This design comes from an exercise in tuning for small area, a short achievable clock period and few clock cycles per item on the open sky130 flow, not from production work. In this exercise RTL edits were held to simulation tests only and were not proved equivalent to the original. Power is estimated from default activity; no workload was simulated.

### flow/config.mk
export PLATFORM = sky130hd
export DESIGN_NAME = jenc_backend
export DESIGN_NICKNAME = jenc_backend
export VERILOG_FILES = /design/flow/design.v
export SDC_FILE = /design/flow/constraint.sdc
export NUM_CORES = 4
export LEC_CHECK = 0
export CAP_MARGIN = 20
export CORE_MARGIN = 2
export CORE_UTILIZATION = 40
export PLACE_DENSITY = 0.6
export SLEW_MARGIN = 20
### flow/run.sh
#!/bin/bash
# synth_recipe.tcl (not shown) runs the flow's synth.tcl, then flattens the netlist and writes it again
# the make line also repeats each setting of config.mk as NAME=value (left out here)
make -C /OpenROAD-flow-scripts/flow DESIGN_CONFIG=/design/flow/config.mk WORK_HOME=/design/flow/orfs CLKGATE_MAP_FILE= SYNTH_SCRIPT=/design/flow/synth_recipe.tcl finish
### flow/design.v
module huff_tables  (
    input   logic               clk,
    input   logic [1:0][3:0]    rl_p,
    input   logic [1:0][3:0]    coeff_length_p,
    input   logic               re,
    input   logic               chroma,
    input   logic [1:0]         ac,
    output  logic [1:0][4:0]    len_p,
    output  logic [1:0][15:0]   code_p
);
logic [3:0]         rl[1:0];
logic [3:0]         coeff_length[1:0];
logic [4:0]         len[1:0];
logic [15:0]        code[1:0];
always_comb for (int i=0; i<2; i++) begin
    rl[i] = rl_p[i];
    coeff_length[i] = coeff_length_p[i];
    len_p[i] = len[i];
    code_p[i] = code[i];
end
localparam N_ENTRIES = 2*(1 + 'h bb);  
logic [19:0] rom[N_ENTRIES-1:0]  ;  
logic [8:0] addr[1:0];
always @(*) for (int i=0; i<2; i++) begin
    if (ac[i])  addr[i] = {coeff_length[i],           rl[i], chroma};  
    else        addr[i] = {           4'hb, coeff_length[i], chroma};  
end
always @(posedge clk) for (int i=0; i<2; i++) begin
    if (re) len[i] <= rom[addr[i]][19:16] + 1;
    if (re) code[i] <= rom[addr[i]][15:0];
end
always_comb begin
    for (int a=0; a<N_ENTRIES; a++) rom[a] = '0;  
    rom[{4'h b, 4'h 0, 1'b0}] = {4'd  1, 12'b 00_0000000000, 4'h0};
    rom[{4'h b, 4'h 1, 1'b0}] = {4'd  2, 12'b 010_000000000, 4'h0};
    rom[{4'h b, 4'h 2, 1'b0}] = {4'd  2, 12'b 011_000000000, 4'h0};
    rom[{4'h b, 4'h 3, 1'b0}] = {4'd  2, 12'b 100_000000000, 4'h0};
    rom[{4'h b, 4'h 4, 1'b0}] = {4'd  2, 12'b 101_000000000, 4'h0};
    rom[{4'h b, 4'h 5, 1'b0}] = {4'd  2, 12'b 110_000000000, 4'h0};
    rom[{4'h b, 4'h 6, 1'b0}] = {4'd  3, 12'b 1110_00000000, 4'h0};
    rom[{4'h b, 4'h 7, 1'b0}] = {4'd  4, 12'b 11110_0000000, 4'h0};
    rom[{4'h b, 4'h 8, 1'b0}] = {4'd  5, 12'b 111110_000000, 4'h0};
    rom[{4'h b, 4'h 9, 1'b0}] = {4'd  6, 12'b 1111110_00000, 4'h0};
    rom[{4'h b, 4'h a, 1'b0}] = {4'd  7, 12'b 11111110_0000, 4'h0};
    rom[{4'h b, 4'h b, 1'b0}] = {4'd  8, 12'b 111111110_000, 4'h0};  
    rom[{4'h b, 4'h 0, 1'b1}] = {4'd  1, 12'b 00_0000000000, 4'h0};
    rom[{4'h b, 4'h 1, 1'b1}] = {4'd  1, 12'b 01_0000000000, 4'h0};
    rom[{4'h b, 4'h 2, 1'b1}] = {4'd  1, 12'b 10_0000000000, 4'h0};
    rom[{4'h b, 4'h 3, 1'b1}] = {4'd  2, 12'b 110_000000000, 4'h0};
    rom[{4'h b, 4'h 4, 1'b1}] = {4'd  3, 12'b 1110_00000000, 4'h0};
    rom[{4'h b, 4'h 5, 1'b1}] = {4'd  4, 12'b 11110_0000000, 4'h0};
    rom[{4'h b, 4'h 6, 1'b1}] = {4'd  5, 12'b 111110_000000, 4'h0};
    rom[{4'h b, 4'h 7, 1'b1}] = {4'd  6, 12'b 1111110_00000, 4'h0};
    rom[{4'h b, 4'h 8, 1'b1}] = {4'd  7, 12'b 11111110_0000, 4'h0};
    rom[{4'h b, 4'h 9, 1'b1}] = {4'd  8, 12'b 111111110_000, 4'h0};
    rom[{4'h b, 4'h a, 1'b1}] = {4'd  9, 12'b 1111111110_00, 4'h0};
    rom[{4'h b, 4'h b, 1'b1}] = {4'd 10, 12'b 11111111110_0, 4'h0};  
    rom[{8'h 10, 1'b0}] = {4'd  1, 16'b 00_00000000000000};
    rom[{8'h 20, 1'b0}] = {4'd  1, 16'b 01_00000000000000};
    rom[{8'h 30, 1'b0}] = {4'd  2, 16'b 100_0000000000000};
    rom[{8'h 00, 1'b0}] = {4'd  3, 16'b 1010_000000000000};
    rom[{8'h 40, 1'b0}] = {4'd  3, 16'b 1011_000000000000};
    rom[{8'h 11, 1'b0}] = {4'd  3, 16'b 1100_000000000000};
    rom[{8'h 50, 1'b0}] = {4'd  4, 16'b 11010_00000000000};
    rom[{8'h 21, 1'b0}] = {4'd  4, 16'b 11011_00000000000};
    rom[{8'h 12, 1'b0}] = {4'd  4, 16'b 11100_00000000000};
    rom[{8'h 13, 1'b0}] = {4'd  5, 16'b 111010_0000000000};
    rom[{8'h 14, 1'b0}] = {4'd  5, 16'b 111011_0000000000};
    rom[{8'h 60, 1'b0}] = {4'd  6, 16'b 1111000_000000000};
    rom[{8'h 31, 1'b0}] = {4'd  6, 16'b 1111001_000000000};
    rom[{8'h 15, 1'b0}] = {4'd  6, 16'b 1111010_000000000};
    rom[{8'h 16, 1'b0}] = {4'd  6, 16'b 1111011_000000000};
    rom[{8'h 70, 1'b0}] = {4'd  7, 16'b 11111000_00000000};
    rom[{8'h 22, 1'b0}] = {4'd  7, 16'b 11111001_00000000};
    rom[{8'h 17, 1'b0}] = {4'd  7, 16'b 11111010_00000000};
    rom[{8'h 41, 1'b0}] = {4'd  8, 16'b 111110110_0000000};
    rom[{8'h 23, 1'b0}] = {4'd  8, 16'b 111110111_0000000};
    rom[{8'h 18, 1'b0}] = {4'd  8, 16'b 111111000_0000000};
    rom[{8'h 19, 1'b0}] = {4'd  8, 16'b 111111001_0000000};
    rom[{8'h 1a, 1'b0}] = {4'd  8, 16'b 111111010_0000000};
    rom[{8'h 80, 1'b0}] = {4'd  9, 16'b 1111110110_000000};
    rom[{8'h 32, 1'b0}] = {4'd  9, 16'b 1111110111_000000};
    rom[{8'h 24, 1'b0}] = {4'd  9, 16'b 1111111000_000000};
    rom[{8'h 1b, 1'b0}] = {4'd  9, 16'b 1111111001_000000};
    rom[{8'h 1c, 1'b0}] = {4'd  9, 16'b 1111111010_000000};
    rom[{8'h 51, 1'b0}] = {4'd 10, 16'b 11111110110_00000};
    rom[{8'h 25, 1'b0}] = {4'd 10, 16'b 11111110111_00000};
    rom[{8'h 1d, 1'b0}] = {4'd 10, 16'b 11111111000_00000};
    rom[{8'h 0f, 1'b0}] = {4'd 10, 16'b 11111111001_00000};
    rom[{8'h 42, 1'b0}] = {4'd 11, 16'b 111111110100_0000};
    rom[{8'h 33, 1'b0}] = {4'd 11, 16'b 111111110101_0000};
    rom[{8'h 26, 1'b0}] = {4'd 11, 16'b 111111110110_0000};
    rom[{8'h 27, 1'b0}] = {4'd 11, 16'b 111111110111_0000};
    rom[{8'h 28, 1'b0}] = {4'd 14, 16'b 111111111000000_0};
    rom[{8'h 90, 1'b0}] = {4'd 15, 16'b 1111111110000010};
    rom[{8'h a0, 1'b0}] = {4'd 15, 16'b 1111111110000011};
    rom[{8'h 61, 1'b0}] = {4'd 15, 16'b 1111111110000100};
    rom[{8'h 71, 1'b0}] = {4'd 15, 16'b 1111111110000101};
    rom[{8'h 81, 1'b0}] = {4'd 15, 16'b 1111111110000110};
    rom[{8'h 91, 1'b0}] = {4'd 15, 16'b 1111111110000111};
    rom[{8'h a1, 1'b0}] = {4'd 15, 16'b 1111111110001000};
    rom[{8'h 52, 1'b0}] = {4'd 15, 16'b 1111111110001001};
    rom[{8'h 62, 1'b0}] = {4'd 15, 16'b 1111111110001010};
    rom[{8'h 72, 1'b0}] = {4'd 15, 16'b 1111111110001011};
    rom[{8'h 82, 1'b0}] = {4'd 15, 16'b 1111111110001100};
    rom[{8'h 92, 1'b0}] = {4'd 15, 16'b 1111111110001101};
    rom[{8'h a2, 1'b0}] = {4'd 15, 16'b 1111111110001110};
    rom[{8'h 43, 1'b0}] = {4'd 15, 16'b 1111111110001111};
    rom[{8'h 53, 1'b0}] = {4'd 15, 16'b 1111111110010000};
    rom[{8'h 63, 1'b0}] = {4'd 15, 16'b 1111111110010001};
    rom[{8'h 73, 1'b0}] = {4'd 15, 16'b 1111111110010010};
    rom[{8'h 83, 1'b0}] = {4'd 15, 16'b 1111111110010011};
    rom[{8'h 93, 1'b0}] = {4'd 15, 16'b 1111111110010100};
    rom[{8'h a3, 1'b0}] = {4'd 15, 16'b 1111111110010101};
    rom[{8'h 34, 1'b0}] = {4'd 15, 16'b 1111111110010110};
    rom[{8'h 44, 1'b0}] = {4'd 15, 16'b 1111111110010111};
    rom[{8'h 54, 1'b0}] = {4'd 15, 16'b 1111111110011000};
    rom[{8'h 64, 1'b0}] = {4'd 15, 16'b 1111111110011001};
    rom[{8'h 74, 1'b0}] = {4'd 15, 16'b 1111111110011010};
    rom[{8'h 84, 1'b0}] = {4'd 15, 16'b 1111111110011011};
    rom[{8'h 94, 1'b0}] = {4'd 15, 16'b 1111111110011100};
    rom[{8'h a4, 1'b0}] = {4'd 15, 16'b 1111111110011101};
    rom[{8'h 35, 1'b0}] = {4'd 15, 16'b 1111111110011110};
    rom[{8'h 45, 1'b0}] = {4'd 15, 16'b 1111111110011111};
    rom[{8'h 55, 1'b0}] = {4'd 15, 16'b 1111111110100000};
    rom[{8'h 65, 1'b0}] = {4'd 15, 16'b 1111111110100001};
    rom[{8'h 75, 1'b0}] = {4'd 15, 16'b 1111111110100010};
    rom[{8'h 85, 1'b0}] = {4'd 15, 16'b 1111111110100011};
    rom[{8'h 95, 1'b0}] = {4'd 15, 16'b 1111111110100100};
    rom[{8'h a5, 1'b0}] = {4'd 15, 16'b 1111111110100101};
    rom[{8'h 36, 1'b0}] = {4'd 15, 16'b 1111111110100110};
    rom[{8'h 46, 1'b0}] = {4'd 15, 16'b 1111111110100111};
    rom[{8'h 56, 1'b0}] = {4'd 15, 16'b 1111111110101000};
    rom[{8'h 66, 1'b0}] = {4'd 15, 16'b 1111111110101001};
    rom[{8'h 76, 1'b0}] = {4'd 15, 16'b 1111111110101010};
    rom[{8'h 86, 1'b0}] = {4'd 15, 16'b 1111111110101011};
    rom[{8'h 96, 1'b0}] = {4'd 15, 16'b 1111111110101100};
    rom[{8'h a6, 1'b0}] = {4'd 15, 16'b 1111111110101101};
    rom[{8'h 37, 1'b0}] = {4'd 15, 16'b 1111111110101110};
    rom[{8'h 47, 1'b0}] = {4'd 15, 16'b 1111111110101111};
    rom[{8'h 57, 1'b0}] = {4'd 15, 16'b 1111111110110000};
    rom[{8'h 67, 1'b0}] = {4'd 15, 16'b 1111111110110001};
    rom[{8'h 77, 1'b0}] = {4'd 15, 16'b 1111111110110010};
    rom[{8'h 87, 1'b0}] = {4'd 15, 16'b 1111111110110011};
    rom[{8'h 97, 1'b0}] = {4'd 15, 16'b 1111111110110100};
    rom[{8'h a7, 1'b0}] = {4'd 15, 16'b 1111111110110101};
    rom[{8'h 38, 1'b0}] = {4'd 15, 16'b 1111111110110110};
    rom[{8'h 48, 1'b0}] = {4'd 15, 16'b 1111111110110111};
    rom[{8'h 58, 1'b0}] = {4'd 15, 16'b 1111111110111000};
    rom[{8'h 68, 1'b0}] = {4'd 15, 16'b 1111111110111001};
    rom[{8'h 78, 1'b0}] = {4'd 15, 16'b 1111111110111010};
    rom[{8'h 88, 1'b0}] = {4'd 15, 16'b 1111111110111011};
    rom[{8'h 98, 1'b0}] = {4'd 15, 16'b 1111111110111100};
    rom[{8'h a8, 1'b0}] = {4'd 15, 16'b 1111111110111101};
    rom[{8'h 29, 1'b0}] = {4'd 15, 16'b 1111111110111110};
    rom[{8'h 39, 1'b0}] = {4'd 15, 16'b 1111111110111111};
    rom[{8'h 49, 1'b0}] = {4'd 15, 16'b 1111111111000000};
    rom[{8'h 59, 1'b0}] = {4'd 15, 16'b 1111111111000001};
    rom[{8'h 69, 1'b0}] = {4'd 15, 16'b 1111111111000010};
    rom[{8'h 79, 1'b0}] = {4'd 15, 16'b 1111111111000011};
    rom[{8'h 89, 1'b0}] = {4'd 15, 16'b 1111111111000100};
    rom[{8'h 99, 1'b0}] = {4'd 15, 16'b 1111111111000101};
    rom[{8'h a9, 1'b0}] = {4'd 15, 16'b 1111111111000110};
    rom[{8'h 2a, 1'b0}] = {4'd 15, 16'b 1111111111000111};
    rom[{8'h 3a, 1'b0}] = {4'd 15, 16'b 1111111111001000};
    rom[{8'h 4a, 1'b0}] = {4'd 15, 16'b 1111111111001001};
    rom[{8'h 5a, 1'b0}] = {4'd 15, 16'b 1111111111001010};
    rom[{8'h 6a, 1'b0}] = {4'd 15, 16'b 1111111111001011};
    rom[{8'h 7a, 1'b0}] = {4'd 15, 16'b 1111111111001100};
    rom[{8'h 8a, 1'b0}] = {4'd 15, 16'b 1111111111001101};
    rom[{8'h 9a, 1'b0}] = {4'd 15, 16'b 1111111111001110};
    rom[{8'h aa, 1'b0}] = {4'd 15, 16'b 1111111111001111};
    rom[{8'h 2b, 1'b0}] = {4'd 15, 16'b 1111111111010000};
    rom[{8'h 3b, 1'b0}] = {4'd 15, 16'b 1111111111010001};
    rom[{8'h 4b, 1'b0}] = {4'd 15, 16'b 1111111111010010};
    rom[{8'h 5b, 1'b0}] = {4'd 15, 16'b 1111111111010011};
    rom[{8'h 6b, 1'b0}] = {4'd 15, 16'b 1111111111010100};
    rom[{8'h 7b, 1'b0}] = {4'd 15, 16'b 1111111111010101};
    rom[{8'h 8b, 1'b0}] = {4'd 15, 16'b 1111111111010110};
    rom[{8'h 9b, 1'b0}] = {4'd 15, 16'b 1111111111010111};
    rom[{8'h ab, 1'b0}] = {4'd 15, 16'b 1111111111011000};
    rom[{8'h 2c, 1'b0}] = {4'd 15, 16'b 1111111111011001};
    rom[{8'h 3c, 1'b0}] = {4'd 15, 16'b 1111111111011010};
    rom[{8'h 4c, 1'b0}] = {4'd 15, 16'b 1111111111011011};
    rom[{8'h 5c, 1'b0}] = {4'd 15, 16'b 1111111111011100};
    rom[{8'h 6c, 1'b0}] = {4'd 15, 16'b 1111111111011101};
    rom[{8'h 7c, 1'b0}] = {4'd 15, 16'b 1111111111011110};
    rom[{8'h 8c, 1'b0}] = {4'd 15, 16'b 1111111111011111};
    rom[{8'h 9c, 1'b0}] = {4'd 15, 16'b 1111111111100000};
    rom[{8'h ac, 1'b0}] = {4'd 15, 16'b 1111111111100001};
    rom[{8'h 2d, 1'b0}] = {4'd 15, 16'b 1111111111100010};
    rom[{8'h 3d, 1'b0}] = {4'd 15, 16'b 1111111111100011};
    rom[{8'h 4d, 1'b0}] = {4'd 15, 16'b 1111111111100100};
    rom[{8'h 5d, 1'b0}] = {4'd 15, 16'b 1111111111100101};
    rom[{8'h 6d, 1'b0}] = {4'd 15, 16'b 1111111111100110};
    rom[{8'h 7d, 1'b0}] = {4'd 15, 16'b 1111111111100111};
    rom[{8'h 8d, 1'b0}] = {4'd 15, 16'b 1111111111101000};
    rom[{8'h 9d, 1'b0}] = {4'd 15, 16'b 1111111111101001};
    rom[{8'h ad, 1'b0}] = {4'd 15, 16'b 1111111111101010};
    rom[{8'h 1e, 1'b0}] = {4'd 15, 16'b 1111111111101011};
    rom[{8'h 2e, 1'b0}] = {4'd 15, 16'b 1111111111101100};
    rom[{8'h 3e, 1'b0}] = {4'd 15, 16'b 1111111111101101};
    rom[{8'h 4e, 1'b0}] = {4'd 15, 16'b 1111111111101110};
    rom[{8'h 5e, 1'b0}] = {4'd 15, 16'b 1111111111101111};
    rom[{8'h 6e, 1'b0}] = {4'd 15, 16'b 1111111111110000};
    rom[{8'h 7e, 1'b0}] = {4'd 15, 16'b 1111111111110001};
    rom[{8'h 8e, 1'b0}] = {4'd 15, 16'b 1111111111110010};
    rom[{8'h 9e, 1'b0}] = {4'd 15, 16'b 1111111111110011};
    rom[{8'h ae, 1'b0}] = {4'd 15, 16'b 1111111111110100};
    rom[{8'h 1f, 1'b0}] = {4'd 15, 16'b 1111111111110101};
    rom[{8'h 2f, 1'b0}] = {4'd 15, 16'b 1111111111110110};
    rom[{8'h 3f, 1'b0}] = {4'd 15, 16'b 1111111111110111};
    rom[{8'h 4f, 1'b0}] = {4'd 15, 16'b 1111111111111000};
    rom[{8'h 5f, 1'b0}] = {4'd 15, 16'b 1111111111111001};
    rom[{8'h 6f, 1'b0}] = {4'd 15, 16'b 1111111111111010};
    rom[{8'h 7f, 1'b0}] = {4'd 15, 16'b 1111111111111011};
    rom[{8'h 8f, 1'b0}] = {4'd 15, 16'b 1111111111111100};
    rom[{8'h 9f, 1'b0}] = {4'd 15, 16'b 1111111111111101};
    rom[{8'h af, 1'b0}] = {4'd 15, 16'b 1111111111111110};
    rom[{8'h 00, 1'b1}] = {4'd  1, 16'b 00_00000000000000};
    rom[{8'h 10, 1'b1}] = {4'd  1, 16'b 01_00000000000000};
    rom[{8'h 20, 1'b1}] = {4'd  2, 16'b 100_0000000000000};
    rom[{8'h 30, 1'b1}] = {4'd  3, 16'b 1010_000000000000};
    rom[{8'h 11, 1'b1}] = {4'd  3, 16'b 1011_000000000000};
    rom[{8'h 40, 1'b1}] = {4'd  4, 16'b 11000_00000000000};
    rom[{8'h 50, 1'b1}] = {4'd  4, 16'b 11001_00000000000};
    rom[{8'h 12, 1'b1}] = {4'd  4, 16'b 11010_00000000000};
    rom[{8'h 13, 1'b1}] = {4'd  4, 16'b 11011_00000000000};
    rom[{8'h 60, 1'b1}] = {4'd  5, 16'b 111000_0000000000};
    rom[{8'h 21, 1'b1}] = {4'd  5, 16'b 111001_0000000000};
    rom[{8'h 14, 1'b1}] = {4'd  5, 16'b 111010_0000000000};
    rom[{8'h 15, 1'b1}] = {4'd  5, 16'b 111011_0000000000};
    rom[{8'h 70, 1'b1}] = {4'd  6, 16'b 1111000_000000000};
    rom[{8'h 16, 1'b1}] = {4'd  6, 16'b 1111001_000000000};
    rom[{8'h 17, 1'b1}] = {4'd  6, 16'b 1111010_000000000};
    rom[{8'h 31, 1'b1}] = {4'd  7, 16'b 11110110_00000000};
    rom[{8'h 22, 1'b1}] = {4'd  7, 16'b 11110111_00000000};
    rom[{8'h 23, 1'b1}] = {4'd  7, 16'b 11111000_00000000};
    rom[{8'h 18, 1'b1}] = {4'd  7, 16'b 11111001_00000000};
    rom[{8'h 80, 1'b1}] = {4'd  8, 16'b 111110100_0000000};
    rom[{8'h 41, 1'b1}] = {4'd  8, 16'b 111110101_0000000};
    rom[{8'h 24, 1'b1}] = {4'd  8, 16'b 111110110_0000000};
    rom[{8'h 19, 1'b1}] = {4'd  8, 16'b 111110111_0000000};
    rom[{8'h 1a, 1'b1}] = {4'd  8, 16'b 111111000_0000000};
    rom[{8'h 1b, 1'b1}] = {4'd  8, 16'b 111111001_0000000};
    rom[{8'h 1c, 1'b1}] = {4'd  8, 16'b 111111010_0000000};
    rom[{8'h 90, 1'b1}] = {4'd  9, 16'b 1111110110_000000};
    rom[{8'h 32, 1'b1}] = {4'd  9, 16'b 1111110111_000000};
    rom[{8'h 33, 1'b1}] = {4'd  9, 16'b 1111111000_000000};
    rom[{8'h 25, 1'b1}] = {4'd  9, 16'b 1111111001_000000};
    rom[{8'h 0f, 1'b1}] = {4'd  9, 16'b 1111111010_000000};
    rom[{8'h 51, 1'b1}] = {4'd 10, 16'b 11111110110_00000};
    rom[{8'h 26, 1'b1}] = {4'd 10, 16'b 11111110111_00000};
    rom[{8'h 27, 1'b1}] = {4'd 10, 16'b 11111111000_00000};
    rom[{8'h 1d, 1'b1}] = {4'd 10, 16'b 11111111001_00000};
    rom[{8'h a0, 1'b1}] = {4'd 11, 16'b 111111110100_0000};
    rom[{8'h 61, 1'b1}] = {4'd 11, 16'b 111111110101_0000};
    rom[{8'h 42, 1'b1}] = {4'd 11, 16'b 111111110110_0000};
    rom[{8'h 43, 1'b1}] = {4'd 11, 16'b 111111110111_0000};
    rom[{8'h 1e, 1'b1}] = {4'd 13, 16'b 11111111100000_00};
    rom[{8'h 52, 1'b1}] = {4'd 14, 16'b 111111111000010_0};
    rom[{8'h 1f, 1'b1}] = {4'd 14, 16'b 111111111000011_0};
    rom[{8'h 71, 1'b1}] = {4'd 15, 16'b 1111111110001000};
    rom[{8'h 81, 1'b1}] = {4'd 15, 16'b 1111111110001001};
    rom[{8'h 91, 1'b1}] = {4'd 15, 16'b 1111111110001010};
    rom[{8'h a1, 1'b1}] = {4'd 15, 16'b 1111111110001011};
    rom[{8'h 62, 1'b1}] = {4'd 15, 16'b 1111111110001100};
    rom[{8'h 72, 1'b1}] = {4'd 15, 16'b 1111111110001101};
    rom[{8'h 82, 1'b1}] = {4'd 15, 16'b 1111111110001110};
    rom[{8'h 92, 1'b1}] = {4'd 15, 16'b 1111111110001111};
    rom[{8'h a2, 1'b1}] = {4'd 15, 16'b 1111111110010000};
    rom[{8'h 53, 1'b1}] = {4'd 15, 16'b 1111111110010001};
    rom[{8'h 63, 1'b1}] = {4'd 15, 16'b 1111111110010010};
    rom[{8'h 73, 1'b1}] = {4'd 15, 16'b 1111111110010011};
    rom[{8'h 83, 1'b1}] = {4'd 15, 16'b 1111111110010100};
    rom[{8'h 93, 1'b1}] = {4'd 15, 16'b 1111111110010101};
    rom[{8'h a3, 1'b1}] = {4'd 15, 16'b 1111111110010110};
    rom[{8'h 34, 1'b1}] = {4'd 15, 16'b 1111111110010111};
    rom[{8'h 44, 1'b1}] = {4'd 15, 16'b 1111111110011000};
    rom[{8'h 54, 1'b1}] = {4'd 15, 16'b 1111111110011001};
    rom[{8'h 64, 1'b1}] = {4'd 15, 16'b 1111111110011010};
    rom[{8'h 74, 1'b1}] = {4'd 15, 16'b 1111111110011011};
    rom[{8'h 84, 1'b1}] = {4'd 15, 16'b 1111111110011100};
    rom[{8'h 94, 1'b1}] = {4'd 15, 16'b 1111111110011101};
    rom[{8'h a4, 1'b1}] = {4'd 15, 16'b 1111111110011110};
    rom[{8'h 35, 1'b1}] = {4'd 15, 16'b 1111111110011111};
    rom[{8'h 45, 1'b1}] = {4'd 15, 16'b 1111111110100000};
    rom[{8'h 55, 1'b1}] = {4'd 15, 16'b 1111111110100001};
    rom[{8'h 65, 1'b1}] = {4'd 15, 16'b 1111111110100010};
    rom[{8'h 75, 1'b1}] = {4'd 15, 16'b 1111111110100011};
    rom[{8'h 85, 1'b1}] = {4'd 15, 16'b 1111111110100100};
    rom[{8'h 95, 1'b1}] = {4'd 15, 16'b 1111111110100101};
    rom[{8'h a5, 1'b1}] = {4'd 15, 16'b 1111111110100110};
    rom[{8'h 36, 1'b1}] = {4'd 15, 16'b 1111111110100111};
    rom[{8'h 46, 1'b1}] = {4'd 15, 16'b 1111111110101000};
    rom[{8'h 56, 1'b1}] = {4'd 15, 16'b 1111111110101001};
    rom[{8'h 66, 1'b1}] = {4'd 15, 16'b 1111111110101010};
    rom[{8'h 76, 1'b1}] = {4'd 15, 16'b 1111111110101011};
    rom[{8'h 86, 1'b1}] = {4'd 15, 16'b 1111111110101100};
    rom[{8'h 96, 1'b1}] = {4'd 15, 16'b 1111111110101101};
    rom[{8'h a6, 1'b1}] = {4'd 15, 16'b 1111111110101110};
    rom[{8'h 37, 1'b1}] = {4'd 15, 16'b 1111111110101111};
    rom[{8'h 47, 1'b1}] = {4'd 15, 16'b 1111111110110000};
    rom[{8'h 57, 1'b1}] = {4'd 15, 16'b 1111111110110001};
    rom[{8'h 67, 1'b1}] = {4'd 15, 16'b 1111111110110010};
    rom[{8'h 77, 1'b1}] = {4'd 15, 16'b 1111111110110011};
    rom[{8'h 87, 1'b1}] = {4'd 15, 16'b 1111111110110100};
    rom[{8'h 97, 1'b1}] = {4'd 15, 16'b 1111111110110101};
    rom[{8'h a7, 1'b1}] = {4'd 15, 16'b 1111111110110110};
    rom[{8'h 28, 1'b1}] = {4'd 15, 16'b 1111111110110111};
    rom[{8'h 38, 1'b1}] = {4'd 15, 16'b 1111111110111000};
    rom[{8'h 48, 1'b1}] = {4'd 15, 16'b 1111111110111001};
    rom[{8'h 58, 1'b1}] = {4'd 15, 16'b 1111111110111010};
    rom[{8'h 68, 1'b1}] = {4'd 15, 16'b 1111111110111011};
    rom[{8'h 78, 1'b1}] = {4'd 15, 16'b 1111111110111100};
    rom[{8'h 88, 1'b1}] = {4'd 15, 16'b 1111111110111101};
    rom[{8'h 98, 1'b1}] = {4'd 15, 16'b 1111111110111110};
    rom[{8'h a8, 1'b1}] = {4'd 15, 16'b 1111111110111111};
    rom[{8'h 29, 1'b1}] = {4'd 15, 16'b 1111111111000000};
    rom[{8'h 39, 1'b1}] = {4'd 15, 16'b 1111111111000001};
    rom[{8'h 49, 1'b1}] = {4'd 15, 16'b 1111111111000010};
    rom[{8'h 59, 1'b1}] = {4'd 15, 16'b 1111111111000011};
    rom[{8'h 69, 1'b1}] = {4'd 15, 16'b 1111111111000100};
    rom[{8'h 79, 1'b1}] = {4'd 15, 16'b 1111111111000101};
    rom[{8'h 89, 1'b1}] = {4'd 15, 16'b 1111111111000110};
    rom[{8'h 99, 1'b1}] = {4'd 15, 16'b 1111111111000111};
    rom[{8'h a9, 1'b1}] = {4'd 15, 16'b 1111111111001000};
    rom[{8'h 2a, 1'b1}] = {4'd 15, 16'b 1111111111001001};
    rom[{8'h 3a, 1'b1}] = {4'd 15, 16'b 1111111111001010};
    rom[{8'h 4a, 1'b1}] = {4'd 15, 16'b 1111111111001011};
    rom[{8'h 5a, 1'b1}] = {4'd 15, 16'b 1111111111001100};
    rom[{8'h 6a, 1'b1}] = {4'd 15, 16'b 1111111111001101};
    rom[{8'h 7a, 1'b1}] = {4'd 15, 16'b 1111111111001110};
    rom[{8'h 8a, 1'b1}] = {4'd 15, 16'b 1111111111001111};
    rom[{8'h 9a, 1'b1}] = {4'd 15, 16'b 1111111111010000};
    rom[{8'h aa, 1'b1}] = {4'd 15, 16'b 1111111111010001};
    rom[{8'h 2b, 1'b1}] = {4'd 15, 16'b 1111111111010010};
    rom[{8'h 3b, 1'b1}] = {4'd 15, 16'b 1111111111010011};
    rom[{8'h 4b, 1'b1}] = {4'd 15, 16'b 1111111111010100};
    rom[{8'h 5b, 1'b1}] = {4'd 15, 16'b 1111111111010101};
    rom[{8'h 6b, 1'b1}] = {4'd 15, 16'b 1111111111010110};
    rom[{8'h 7b, 1'b1}] = {4'd 15, 16'b 1111111111010111};
    rom[{8'h 8b, 1'b1}] = {4'd 15, 16'b 1111111111011000};
    rom[{8'h 9b, 1'b1}] = {4'd 15, 16'b 1111111111011001};
    rom[{8'h ab, 1'b1}] = {4'd 15, 16'b 1111111111011010};
    rom[{8'h 2c, 1'b1}] = {4'd 15, 16'b 1111111111011011};
    rom[{8'h 3c, 1'b1}] = {4'd 15, 16'b 1111111111011100};
    rom[{8'h 4c, 1'b1}] = {4'd 15, 16'b 1111111111011101};
    rom[{8'h 5c, 1'b1}] = {4'd 15, 16'b 1111111111011110};
    rom[{8'h 6c, 1'b1}] = {4'd 15, 16'b 1111111111011111};
    rom[{8'h 7c, 1'b1}] = {4'd 15, 16'b 1111111111100000};
    rom[{8'h 8c, 1'b1}] = {4'd 15, 16'b 1111111111100001};
    rom[{8'h 9c, 1'b1}] = {4'd 15, 16'b 1111111111100010};
    rom[{8'h ac, 1'b1}] = {4'd 15, 16'b 1111111111100011};
    rom[{8'h 2d, 1'b1}] = {4'd 15, 16'b 1111111111100100};
    rom[{8'h 3d, 1'b1}] = {4'd 15, 16'b 1111111111100101};
    rom[{8'h 4d, 1'b1}] = {4'd 15, 16'b 1111111111100110};
    rom[{8'h 5d, 1'b1}] = {4'd 15, 16'b 1111111111100111};
    rom[{8'h 6d, 1'b1}] = {4'd 15, 16'b 1111111111101000};
    rom[{8'h 7d, 1'b1}] = {4'd 15, 16'b 1111111111101001};
    rom[{8'h 8d, 1'b1}] = {4'd 15, 16'b 1111111111101010};
    rom[{8'h 9d, 1'b1}] = {4'd 15, 16'b 1111111111101011};
    rom[{8'h ad, 1'b1}] = {4'd 15, 16'b 1111111111101100};
    rom[{8'h 2e, 1'b1}] = {4'd 15, 16'b 1111111111101101};
    rom[{8'h 3e, 1'b1}] = {4'd 15, 16'b 1111111111101110};
    rom[{8'h 4e, 1'b1}] = {4'd 15, 16'b 1111111111101111};
    rom[{8'h 5e, 1'b1}] = {4'd 15, 16'b 1111111111110000};
    rom[{8'h 6e, 1'b1}] = {4'd 15, 16'b 1111111111110001};
    rom[{8'h 7e, 1'b1}] = {4'd 15, 16'b 1111111111110010};
    rom[{8'h 8e, 1'b1}] = {4'd 15, 16'b 1111111111110011};
    rom[{8'h 9e, 1'b1}] = {4'd 15, 16'b 1111111111110100};
    rom[{8'h ae, 1'b1}] = {4'd 15, 16'b 1111111111110101};
    rom[{8'h 2f, 1'b1}] = {4'd 15, 16'b 1111111111110110};
    rom[{8'h 3f, 1'b1}] = {4'd 15, 16'b 1111111111110111};
    rom[{8'h 4f, 1'b1}] = {4'd 15, 16'b 1111111111111000};
    rom[{8'h 5f, 1'b1}] = {4'd 15, 16'b 1111111111111001};
    rom[{8'h 6f, 1'b1}] = {4'd 15, 16'b 1111111111111010};
    rom[{8'h 7f, 1'b1}] = {4'd 15, 16'b 1111111111111011};
    rom[{8'h 8f, 1'b1}] = {4'd 15, 16'b 1111111111111100};
    rom[{8'h 9f, 1'b1}] = {4'd 15, 16'b 1111111111111101};
    rom[{8'h af, 1'b1}] = {4'd 15, 16'b 1111111111111110};
end
endmodule
module entropy (
    input   logic [1:0][10:0]       q_p,
    input   logic                   q_valid,
    output  logic                   q_hold,
    input   logic [4:0]             q_cnt,
    input   logic [1:0]             q_chroma,
    input   logic                   q_last_mcu,
    output  logic [5:0]             out_codecoeff_length,
    output  logic [51:0]            out_codecoeff,
    output  logic                   out_tlast,
    output  logic                   out_valid,
    input   logic                   out_hold,
    input   logic                   clk,
    input   logic                   resetn
);
always_comb q_hold = out_hold;
logic signed[10:0]          q[1:0];
always_comb for (int i=0; i<2; i++) q[i] = q_p[i];
function automatic [3:0] bit_length(input logic[11:0] coeff);
    bit_length = 0;
    for (int k = 0; k < 12; k++)
        if (coeff[k])
            bit_length = k + 1;
endfunction
logic signed[10:0]          previousDC[2:0];
always @(posedge clk)
if (!resetn)
    for (int c=0; c<3; c++)
        previousDC[c] <= '0;
else if (q_valid & !q_hold)
    if (q_last_mcu & &q_cnt)   
        for (int c=0; c<3; c++)
            previousDC[c] <= '0;
    else if (q_cnt == 0)
        previousDC[q_chroma] <= q[0];
logic unsigned[3:0]     rl[1:0], next_rl[1:0], rl_stored;
logic unsigned[1:0]     rl16[1:0], next_rl16[1:0], rl16_stored;
logic                   rl_valid[1:0];
always @(posedge clk)
if (!resetn) begin
    rl_stored <= 0;
    rl16_stored <= 0;
end
else if (q_valid & !q_hold) begin
    rl_stored <= next_rl[1];
    rl16_stored <= next_rl16[1];
end
always_comb
    for (int i=0; i<2; i++) begin
        rl[i] = i==0 ? rl_stored : next_rl[i-1];
        rl16[i] = i==0 ? rl16_stored : next_rl16[i-1];
        if (i==0 & q_cnt==0 || q[i] != 0) begin  
            rl_valid[i] = 1;
            next_rl[i] = 0;
            next_rl16[i] = 0;
        end
        else if(i==1 & &q_cnt) begin         
            rl_valid[i] = 1;
            next_rl[1] = 0;                  
            next_rl[0] = 0;                  
            next_rl16[1] = 0;
            next_rl16[0] = 0;
        end
        else if(rl[i]==15) begin             
            rl_valid[i] = 0;
            next_rl[i] = 0;
            next_rl16[i] = rl16[i] + 1;
        end
        else begin                           
            rl_valid[i] = 0;
            next_rl[i] = rl[i] + 1;
            next_rl16[i] = rl16[i];
        end
    end
logic signed[11:0]          tmp_coeff[1:0];      
logic unsigned[10:0]        coeff[1:0];          
logic unsigned[3:0]         coeff_length[1:0];
always_comb
    for (int i=0; i<2; i++) begin
        tmp_coeff[i] = (i==0 & q_cnt==0) ? q[i] - previousDC[q_chroma] : q[i];
        coeff_length[i] = bit_length(tmp_coeff[i] < 0 ? -tmp_coeff[i] : tmp_coeff[i]);
        if (tmp_coeff[i] < 0)
            coeff[i] = tmp_coeff[i] + ~('1 << coeff_length[i]);
        else 
            coeff[i] = tmp_coeff[i];
    end
logic [7:0]         ht_symbol[1:0];   
logic [3:0]         ht_rl[1:0], ht_coeff_length[1:0];
logic [1:0]         ht_re;
logic               ht_chroma;
logic [1:0]         ht_ac;
logic [4:0]         code_length0[1:0];
logic [15:0]        code0[1:0];
always_comb for (int i=0; i<2; i++) begin
    ht_rl[i]            =  rl_valid[i] ? ((q[i]==0 & i==1 & &q_cnt) ?  4'h0 :           rl[i]) : 8'hf;
    ht_coeff_length[i]  =  rl_valid[i] ? ((q[i]==0 & i==1 & &q_cnt) ?  4'h0 : coeff_length[i]) : 4'h0;
    ht_symbol[i] = {ht_rl[i], ht_coeff_length[i]};  
    ht_re[i] = q_valid & !q_hold & (rl_valid[i] | rl[i]==13-i | rl[i]==12-i);  
    ht_ac[i] = ~(i==0 & q_cnt==0);
end
always_comb ht_chroma = |q_chroma;
logic [1:0][3:0]    ht_rl_p, ht_coeff_length_p;
logic [1:0][4:0]    code_length0_p;
logic [1:0][15:0]   code0_p;
always_comb for (int i=0; i<2; i++) begin
    ht_rl_p[i] = ht_rl[i];
    ht_coeff_length_p[i] = ht_coeff_length[i];
    code_length0[i] = code_length0_p[i];
    code0[i] = code0_p[i];
end
huff_tables ht (
    .rl_p       (ht_rl_p),
    .coeff_length_p (ht_coeff_length_p),
    .re         (~out_hold),
    .chroma     (ht_chroma),
    .ac         (ht_ac),
    .len_p      (code_length0_p),
    .code_p     (code0_p),
    .clk
);
logic unsigned[10:0]        coeff0[1:0];         
logic unsigned[10:0]        coeff1[1:0];         
logic unsigned[10:0]        coeff2[1:0];         
logic unsigned[3:0]         coeff_length0[1:0];
logic unsigned[3:0]         coeff_length1[1:0];
logic unsigned[3:0]         coeff_length2[1:0];
logic unsigned[15:0]        code1[1:0];
logic unsigned[15:0]        code2[1:0];
logic unsigned[4:0]         code_length1[1:0];
logic unsigned[4:0]         code_length2[1:0];
logic [4:0]                 codecoeff_length3[1:0];
logic [25:0]                codecoeff3[1:0];
logic [1:0]                 out_valid0, out_valid1, out_valid2, out_valid3;
logic [3:0]                 last_mcu;
logic [4:0]                 tmp_codecoeff_length2[1:0];
always_comb for (int i=0; i<2; i++) tmp_codecoeff_length2[i] = code_length2[i] + coeff_length2[i];
always @(posedge clk)
for (int i=0; i<2; i++)
    if (!out_hold) begin
        if(q_valid & rl_valid[i]) begin
            coeff0[i] <= coeff[i];
            coeff_length0[i] <= coeff_length[i];
        end    
        if(out_valid0[i]) begin
            coeff1[i] <= coeff0[i];
            coeff_length1[i] <= coeff_length0[i];
        end else if (q_valid & (rl_valid[0] & q[0]!=0 & rl16[0][1]) | (rl_valid[1] & q[1]!=0 & rl16[1][1]))
            coeff_length1[i] <= 0;  
        if(out_valid1[i]) begin
            coeff2[i] <= coeff1[i];
            coeff_length2[i] <= coeff_length1[i];
        end else if (i==1 & q_valid & (rl_valid[0] & q[0]!=0 & rl16[0][0]) | (rl_valid[1] & q[1]!=0 & rl16[1][0]))
            coeff_length2[i] <= 0;  
        if (out_valid0[i] | (q_valid & (rl_valid[0] & q[0]!=0 & rl16[0][1]) | (rl_valid[1] & q[1]!=0 & rl16[1][1]))) begin   
            code1[i] <= code0[i];
            code_length1[i] <= code_length0[i];
        end
        if(out_valid1[i]) begin
            code2[i] <= code1[i];
            code_length2[i] <= code_length1[i];
        end
        else if(i==1 & q_valid & (rl_valid[0] & q[0]!=0 & rl16[0][0]) | (rl_valid[1] & q[1]!=0 & rl16[1][0])) begin  
            code2[i] <= code0[i];
            code_length2[i] <= code_length0[i];
        end
        if (out_valid2[i]) begin
            codecoeff_length3[i] <= tmp_codecoeff_length2[i];
            if (tmp_codecoeff_length2[i] > 26 | tmp_codecoeff_length2[i] < 1)
                codecoeff3[i] <= '0;
            else
                codecoeff3[i] <= (code_length2[i] != 0 ? (code2[i] << 10) : 0) | (coeff_length2[i] != 0 ? (coeff2[i] << (26 - tmp_codecoeff_length2[i])) : 0);
        end
    end
logic [4:0] tmp_codecoeff_length0;
logic [4:0] tmp_codecoeff_length1;
logic [5:0] tmp_codecoeff_length;
always_comb tmp_codecoeff_length0 = out_valid3[0] ? codecoeff_length3[0] : 0;
always_comb tmp_codecoeff_length1 = out_valid3[1] ? codecoeff_length3[1] : 0;
always_comb tmp_codecoeff_length = tmp_codecoeff_length0 + tmp_codecoeff_length1;
always @(posedge clk)
if (|out_valid3 & !out_hold) begin
    out_codecoeff_length <= tmp_codecoeff_length;
    if (tmp_codecoeff_length > 52 | tmp_codecoeff_length < 2)
        out_codecoeff <= '0;
    else
        out_codecoeff <= 
            (out_valid3[0] ? (codecoeff3[0] << 26) : 0) | 
            (out_valid3[1] ? (codecoeff3[1] << (26 - tmp_codecoeff_length0)) : 0);
end
always @(posedge clk)
if (!out_hold) begin
    if (q_valid) last_mcu[0] <= q_last_mcu & &q_cnt;
    if (out_valid0) last_mcu[1] <= last_mcu[0];
    if (out_valid1) last_mcu[2] <= last_mcu[1];
    if (out_valid2) last_mcu[3] <= last_mcu[2];
    if (out_valid3) out_tlast <= last_mcu[3];
end
always @(posedge clk)
if (!resetn)  begin
    out_valid0 <= 0;
    out_valid1 <= 0;
    out_valid2 <= 0;
    out_valid3 <= 0;
    out_valid <= 0;
end
else if (!out_hold) begin
    out_valid0[0] <= q_valid & rl_valid[0];
    out_valid0[1] <= q_valid & rl_valid[1];
    if (q_valid & ((rl_valid[0] & q[0]!=0 & rl16[0][1]) | (rl_valid[1] & q[1]!=0 & rl16[1][1])))  
        out_valid1 <= {1'b1, 1'b1};
    else
        out_valid1 <= out_valid0;
    if (q_valid & ((rl_valid[0] & q[0]!=0 & rl16[0][0]) | (rl_valid[1] & q[1]!=0 & rl16[1][0])))  
        out_valid2[1] <= '1;
    else
        out_valid2 <= out_valid1;
    out_valid3 <= out_valid2;
    out_valid <= |out_valid3;
end
endmodule
module bit_pack (
    input   logic [63:0]            in_data,
    input   logic [6:0]             in_nbits,
    input   logic                   in_tlast,
    input   logic                   in_valid,
    output  logic                   in_hold,
    output  logic [31:0]            out_data,
    output  logic [2:0]             out_nbytes,
    output  logic                   out_tlast,
    output  logic                   out_valid,
    input   logic                   out_hold,
    input   logic                   clk,
    input   logic                   resetn
);
logic [31:0]            in32_data;
logic [5:0]             in32_nbits;
logic                   in32_tlast;
logic                   in32_valid;
logic                   in32_hold;
logic                   long_in; 
always @(posedge clk)
if (!resetn) begin
    in32_valid <= 0;
    long_in <= 0;
end
else if (~(in32_hold & in32_valid)) begin
    in32_valid <= in_valid;
    if (long_in)
        long_in <= 0;
    else if (in_valid & in_nbits > 32)
        long_in <= 1;
end
always @(posedge clk)
if (~(in32_hold & in32_valid))
    if (long_in) begin
        in32_nbits <= in_nbits - 32;
        in32_data <= in_data;
        in32_tlast <= in_tlast;
    end
    else if (in_valid)
        if (in_nbits > 32)  begin
            in32_nbits <= 32;
            in32_data <= in_data >> 32;
            in32_tlast <= 0;
        end
        else begin
            in32_nbits <= in_nbits;
            in32_data <= in_data >> 32;
            in32_tlast <= in_tlast;
        end
always_comb in_hold = (in32_hold & in32_valid) | (~long_in & in_nbits > 32);  
logic [5:0]             bit_count, next_bit_count, next_bit_count_incr, next_bit_count_decr;
logic [63:0]            bit_packer, next_bit_packer, next_bit_packer_load;
logic [5:0]             next_bit_packer_shift;
logic                   tlast_cycle, next_tlast_cycle;
logic                   next_out_tlast;
always_comb out_data = (bit_packer >> 32) | (out_tlast ? (32'hffffffff >> bit_count) : 0);
always_comb next_bit_count = bit_count + next_bit_count_incr - next_bit_count_decr;
always_comb next_bit_packer = (out_tlast ? 64'h0 : (bit_packer << next_bit_packer_shift)) | (next_bit_packer_load << (32 + next_bit_count_decr - bit_count));
always_comb begin
    if (out_tlast) begin
        next_bit_count_decr = bit_count;
        next_bit_packer_shift = 32;
    end
    else if (bit_count >= 32) begin
        next_bit_count_decr = 32;
        next_bit_packer_shift = 32;
    end
    else begin
        next_bit_count_decr = 0;
        next_bit_packer_shift = 0;
    end
    if (in32_valid & ~in32_hold) begin
        next_bit_count_incr = in32_nbits;
        next_bit_packer_load = in32_data;
    end
    else begin
        next_bit_count_incr = 0;
        next_bit_packer_load = 0;
    end
    if (tlast_cycle)
        next_tlast_cycle = ~out_tlast | (in32_valid & ~in32_hold & in32_tlast);
    else if (in32_valid)
        next_tlast_cycle = in32_tlast;
    else
        next_tlast_cycle = tlast_cycle;
end
always @(posedge clk)
if (!resetn) begin
    bit_count <= 0;
    tlast_cycle <= 0;
    out_tlast <= 0;
    out_valid <= 0;
    bit_packer <= 0;
end
else if (~(out_hold & out_valid)) begin   
    bit_count <= next_bit_count;
    tlast_cycle <= next_tlast_cycle;
    out_tlast <= next_tlast_cycle & next_bit_count <= 32;
    out_valid <= (next_tlast_cycle & next_bit_count <= 32) | next_bit_count >= 32;  
    bit_packer <= next_bit_packer;
end
always @(posedge clk)
if (~(out_hold & out_valid))
    out_nbytes <= (next_tlast_cycle & next_bit_count <= 32) ? (next_bit_count + 7) >> 3 : 4;  
always_comb in32_hold = (out_hold & out_valid) | (tlast_cycle & ~out_tlast);
endmodule
module ff00 ( 
    input   logic [31:0]            in_data,
    input   logic [2:0]             in_nbytes,
    input   logic                   in_tlast,
    input   logic                   in_valid,
    output  logic                   in_hold,
    output  logic [63:0]            out_data,
    output  logic [3:0]             out_nbytes,
    output  logic                   out_tlast,
    output  logic                   out_valid,
    input   logic                   out_hold,
    input   logic                   clk,
    input   logic                   resetn
);
logic [3:0]             s_ff;
logic [63:0]            mask, data_0, data_1, data_2, data_3;
always_comb
    for (int i=0; i <= 3; i++)
        if (3 - i < in_nbytes)
            s_ff[i] = in_data[8*i +: 8] == 8'hff;
        else
            s_ff[i] = 0;
always_comb mask = '1 << 32;
always_comb data_0 = {in_data, 32'h0};
always_comb data_1 = s_ff[1] ? (data_0 & (mask <<  8)) | ((data_0 & ~(mask <<  8)) >> 8) : data_0;
always_comb data_2 = s_ff[2] ? (data_1 & (mask << 16)) | ((data_1 & ~(mask << 16)) >> 8) : data_1;
always_comb data_3 = s_ff[3] ? (data_2 & (mask << 24)) | ((data_2 & ~(mask << 24)) >> 8) : data_2;
always @(posedge clk)
if (!resetn)
    out_valid <= 0;
else if (~in_hold)
    out_valid <= in_valid;
always @(posedge clk)
if (~in_hold & in_valid) begin
        out_data <= data_3;
        out_nbytes <= in_nbytes + s_ff[0] + s_ff[1] + s_ff[2] + s_ff[3];
        out_tlast <= in_tlast;
end
always_comb in_hold = (out_hold & out_valid);
endmodule
module byte_pack (
    input   logic [5:0]             codecoeff_length,
    input   logic [51:0]            codecoeff,
    input   logic                   codecoeff_tlast,
    input   logic                   codecoeff_valid,
    output  logic                   codecoeff_hold,
    output  logic [31:0]            out_data,
    output  logic                   out_tlast,
    output  logic                   out_valid,
    input   logic                   out_hold,
    input   logic                   clk,
    input   logic                   resetn
);
logic [31:0]            data_0;
logic [2:0]             nbytes_0;
logic                   tlast_0;
logic                   valid_0;
logic                   hold_0;
bit_pack bit_pack_0 (
    .in_data                ({codecoeff, 12'h0}),
    .in_nbits               ({1'b0, codecoeff_length}),
    .in_tlast               (codecoeff_tlast),
    .in_valid               (codecoeff_valid),
    .in_hold                (codecoeff_hold),
    .out_data               (data_0),
    .out_nbytes             (nbytes_0),
    .out_tlast              (tlast_0),
    .out_valid              (valid_0),
    .out_hold               (hold_0 & valid_0),
    .*
);
logic [63:0]            data_1;
logic [3:0]             nbytes_1;
logic                   tlast_1;
logic                   valid_1;
logic                   hold_1;
ff00 ff00 ( 
    .in_data                (data_0),
    .in_nbytes              (nbytes_0),
    .in_tlast               (tlast_0),
    .in_valid               (valid_0),
    .in_hold                (hold_0),
    .out_data               (data_1),
    .out_nbytes             (nbytes_1),
    .out_tlast              (tlast_1),
    .out_valid              (valid_1),
    .out_hold               (hold_1 & valid_1),
    .*
);
bit_pack bit_pack_1 (
    .in_data                (data_1),
    .in_nbits               ({nbytes_1, 3'h0}),      
    .in_tlast               (tlast_1),
    .in_valid               (valid_1),
    .in_hold                (hold_1),
    .out_nbytes             ( ),     
    .out_hold               (out_hold & out_valid),
    .*
);
endmodule
module jenc_backend (
    input  logic               clk,
    input  logic               resetn,
    input  logic signed [10:0] q0,
    input  logic signed [10:0] q1,
    input  logic               q_valid,
    output logic               q_hold,
    input  logic [4:0]         q_cnt,
    input  logic [1:0]         q_chroma,
    input  logic               q_last_mcu,
    output logic [31:0]        out_data,
    output logic               out_tlast,
    output logic               out_valid,
    input  logic               out_hold
);
logic [5:0]             codecoeff_length;
logic [51:0]            codecoeff;
logic                   codecoeff_tlast;
logic                   codecoeff_valid;
logic                   codecoeff_hold;
entropy entropy(
    .q_p                    ({q1, q0}),
    .q_valid                (q_valid),
    .q_hold                 (q_hold),
    .q_cnt                  (q_cnt),
    .q_chroma               (q_chroma),
    .q_last_mcu             (q_last_mcu),
    .out_codecoeff_length   (codecoeff_length),
    .out_codecoeff          (codecoeff),
    .out_tlast              (codecoeff_tlast),
    .out_valid              (codecoeff_valid),
    .out_hold               (codecoeff_hold & codecoeff_valid),
    .clk                    (clk),
    .resetn                 (resetn)
);
byte_pack byte_pack(
    .codecoeff_length       (codecoeff_length),
    .codecoeff              (codecoeff),
    .codecoeff_tlast        (codecoeff_tlast),
    .codecoeff_valid        (codecoeff_valid),
    .codecoeff_hold         (codecoeff_hold),
    .out_data               (out_data),
    .out_tlast              (out_tlast),
    .out_valid              (out_valid),
    .out_hold               (out_hold & out_valid),
    .clk                    (clk),
    .resetn                 (resetn)
);
endmodule
### flow/constraint.sdc
create_clock -name core_clock -period 9.5 [get_ports {clk}]
set_input_delay 1.9000 -clock core_clock [delete_from_list [all_inputs] [get_ports {clk}]]
set_output_delay 1.9000 -clock core_clock [all_outputs]
set_load 0.01 [all_outputs]
==> flow_summary.ini <==
[floorplanning]
die_width_um = 349.4
rows = 126
initial_core_util_pct = 40.36
fp.coreArea_sq_um = 118200
die-area_sq_um = 122100
die_h_um = 349.4
ios = 69

[placement]
globalplace.congestion = 1.058
dp_cells = 7145
dp_hpwl_um = 158000
port_buffers = 68
place_ws_ps = -92.46

[clock_network]
clock_latency_ps = 680
htreeDepth = 3
cts_buffer_depth = 3
cts_buffers = 79
cts_resized = 0
clk_pin_slew_ps = 60
ctsHoldBuffers = 0
cts_root_buffer = clkbuf_16
cts_sinks = 690
post_cts_buffers = 0
cts_tree = yes

[global_route]
grtUsageTotal_pct = 32.73
grt_max_degree = 72
grt_first_pass_wirelength_um = 299300
grt_overflow = 0
grt_pass1_vias = 44190
antenna_found_initial = 8

[sta]
max_slew_margin_pct = 25.28
max_freq_mhz = 114.3
drv_slew = 0
rsz0062_at_grt = false
fin_ws_ps = 747.8
post-route-period-util_pct = 92.13
fin_worst_skew_ps = 48.70
hold_violations = 0
worst_pin_slew_ps = 1109
setup_viol = 0
min_period_ps = 8752

[power]
p_leak_nw = 20.51
p_per_area_nw_per_um2 = 198.0
vdd_drop_max_uv = 167.4

[synth]
syn_area_sq_um = 47720
synth_top_area_cell = edfxtp_1
yosys_warnings = 37
async_flop_share_pct = 0
syn_area_per_cell_sq_um = 8.718
yosys.area.top_type_share_pct = 32.97
synth_edf_count = 524
syn_inst = 5474
ys_seq_area_share_pct = 39.93
ys.flop_type = edfxtp_1
synth-seq-cells = 690
yosys-top-cells-area = edfxtp_1 33%, dfxtp_1 7.0%, mux2i_1 6.3%
synthDistinctLibCells = 118

[final_layout]
areaGrowthSynthToFinish_pct = 15.52
layout.nets = 5820
stdcell_count = 7294
drive_gt1_share_pct = 14.09

[setup_path]
cp-start-kind = input pin
endpoint_kind = register
ff2ff_path_depth = 26
setup.worst_path.end = entropy.ht.len[0][3]
critical_path_class = input pin to register
crit_start = q_chroma[0]
crit_fanout = 12
reg2reg_slack_ps = 2190
timing.rr.start = entropy.previousDC[0][0]
regToRegEndpoint = entropy.ht.len[0][3]
crit_arrival_ps = 9170
critPathRequiredTime_ps = 9910

[detailed_routing]
num_vias = 46160
postRouteAntennaNets = 0
drc_errors = 0
firstDrtPassIters = 6
via_per_inst = 6.329
drt_iter0_drc = 5328
wirelength_um = 205100
wl_per_cell_um = 28.12

[min_path]
hold_path_class = register to register

[status]
status = no timing/DRC/antenna violations

[job]
drv_cap = 0
==> cells in the mapped netlist (26+ instances only) <==
| cell | instances |
|---|---|
| nor2_1 | 728 |
| nand2_1 | 543 |
| edfxtp_1 | 524 |
| a21oi_1 | 425 |
| o21ai_0 | 313 |
| mux2i_1 | 302 |
| clkbuf_1 | 283 |
| nand3_1 | 216 |
| nor3_1 | 173 |
| dfxtp_1 | 166 |
| a22oi_1 | 133 |
| o22ai_1 | 119 |
| mux2_2 | 99 |
| inv_1 | 94 |
| and2_1 | 86 |
| ha_1 | 80 |
| a21o_1 | 64 |
| nand4_1 | 63 |
| nor4_1 | 63 |
| and3_1 | 61 |
| xnor2_1 | 60 |
| nor2b_1 | 47 |
| a211oi_1 | 46 |
| or3_1 | 46 |
| a31oi_1 | 42 |
| nand2b_1 | 41 |
| buf_1 | 37 |
| buf_2 | 35 |
| xor2_1 | 33 |
| o211ai_1 | 29 |
| o221ai_1 | 28 |
| o31ai_1 | 26 |
| or4_1 | 26 |
==> how the worst min path moves through the flow <==
stage                           from                     to  slack [ps]  cells after the start
2_1_floorplan   entropy.coeff0[0][0]   entropy.coeff1[0][0]         400                      0
3_3_place_gp   entropy.coeff1[1][10]  entropy.coeff2[1][10]         400                      0
3_5_place_dp    entropy.coeff0[1][3]   entropy.coeff1[1][3]         400                      0
4_1_cts         entropy.coeff0[1][7]   entropy.coeff1[1][7]         410                      0
5_1_grt         entropy.coeff1[1][3]   entropy.coeff2[1][3]         420                      0
6_report        entropy.coeff0[1][7]   entropy.coeff1[1][7]         410                      0
==> cell families (layout without fill, tap and decap cells) <==
group | after synthesis | after routing | share of synthesized area (%)
and+or+nand+nor | 2190 | 2190 | 21.57
AOI/OAI and AO/OA | 1505 | 1505 | 20.30
DFF | 690 | 690 | 39.93
buffers and inverters | 474 | 750 | 3.969
muxes | 427 | 427 | 9.879
adders and majority gates | 93 | 93 | 2.622
xor gates and xnor gates | 93 | 93 | 1.707
other | 2 | 10 | 0.01574
==> final cells by class <==
cell class,instances,area (sq um)
sequential,690,19060
timing repair buffer,502,4050
clock inverter,45,480.5
tap,1536,1922
clock buffer,97,2098
antenna,3,7.507
fill,11500,63110
inverter,106,402.9
multi-input combinational,4315,27110
==> state kept, by name, summed over array words and instances, names as in the netlist, 32 cells and up <==
| name | count |
|---|---|
| entropy.out_codecoeff | 52 |
| byte_pack.bit_pack_0.bit_packer | 64 |
| byte_pack.ff00.out_data | 56 |
| byte_pack.bit_pack_0.in32_data | 32 |
| entropy.code2 | 32 |
| entropy.previousDC | 44 |
| entropy.codecoeff3 | 52 |
| entropy.code1 | 32 |
| byte_pack.bit_pack_1.bit_packer | 64 |
| byte_pack.bit_pack_1.in32_data | 32 |
| entropy.ht.code | 32 |
==> power breakdown <==
group,leakage (nW),switching (mW),internal [mW]
clock,1.26,1.30,1.75
combinational,12.9,2.60,1.30
sequential,6.35,0.232,3.73
total,20.5,4.14,6.78
==> cells in the final DEF, fill, tap and decap left out, types with 25 or more instances in the layout <==
master	n
xnor2_1	51
nor3_1	167
clkdlybuf4s50_1	67
a22oi_1	133
a31oi_1	42
inv_1	92
o221ai_1	28
nor2b_1	43
and2_1	86
a211oi_1	45
or3_1	46
or4_1	26
mux4_2	25
o211ai_1	29
nor2_1	721
clkbuf_16	79
buf_4	423
and3_1	61
mux2i_1	302
o21ai_0	312
dfxtp_1	166
ha_1	78
nand2_1	540
mux2_2	99
o31ai_1	25
nor4_1	58
nand2b_1	41
o22ai_1	118
nand3_1	216
edfxtp_1	524
a21oi_1	425
xor2_1	29
nand4_1	63
a21o_1	64
==> stage by stage <==
step | hold WS [ps] | setup TNS (ps) | util [%] | area, sq um | power, mW
after global routing | 422.0 | 0 | 46.62 | 55120 | 11.46
after detailed placement | 404.5 | -315.5 | 44.36 | 52450 | 7.833
final | 411.7 | 0 | 46.63 | 55130 | 10.92
after CTS | 410.8 | 0 | 46.54 | 55030 | 10.91
after global placement | 404.4 | 0 | 44.35 | 52440 | 7.817
after floorplan | 400.3 | 0 | - | 47740 | 6.507
==> worst max-delay path: stages <==
cell and delay [ps]:
clkdlybuf4s50_1 550, mux4_2 530, ha_1 240, fa_1 590, o21ai_0 160, inv_1 110
ha_1 160, nor4b_1 360, a41o_1 240, nand4_1 140, or3_1 440, o211a_2 330
buf_4 180, nor4_1 480, nand3_1 320, buf_4 230, nor3_1 640, buf_4 290
nand2_1 80, o221a_2 190, nand4_1 220, buf_4 160, nor2_1 50, nand3_1 130
nor4_4 70, a211oi_2 280, xnor2_1 110
==> metal layers <==
metal	routed length, um	vias up	global-route usage, %
met5	38	-	0
met4	11970	6	17.29
met3	14730	524	5.076
met2	93450	2176	52.46
met1	84930	22490	42.61
li1	-	20970	-
Testbench counts, summed over its fixed seeds: cycles 24,894, blocks 768.

afterwards: timing with drivers on the ports:
In the flow no input, the clock included, has a driving cell. The finished layout below was timed again as built, in two steps. Step 1 sets driving cells, clkbuf_16 on the clock port and buf_2 on the other inputs (assumed; they add their load-dependent delay and slew). Step 2, shift: input delay + t, output delay - t, t = (earliest + latest rising clock arrival at the registers) / 2. This alone moves slack from input paths to output paths. Three values: no drivers, after step 1, after step 2; two values: the first two.
shift t [ns]: 0.726
setup slack, ns: 0.748 / 0.788 / 0.061
cell pins on the clock port's net: 1
After both steps setup and hold are still met in this run. The setup slack of this run moves by +0.040 ns with the drivers and by -0.687 ns with both steps.
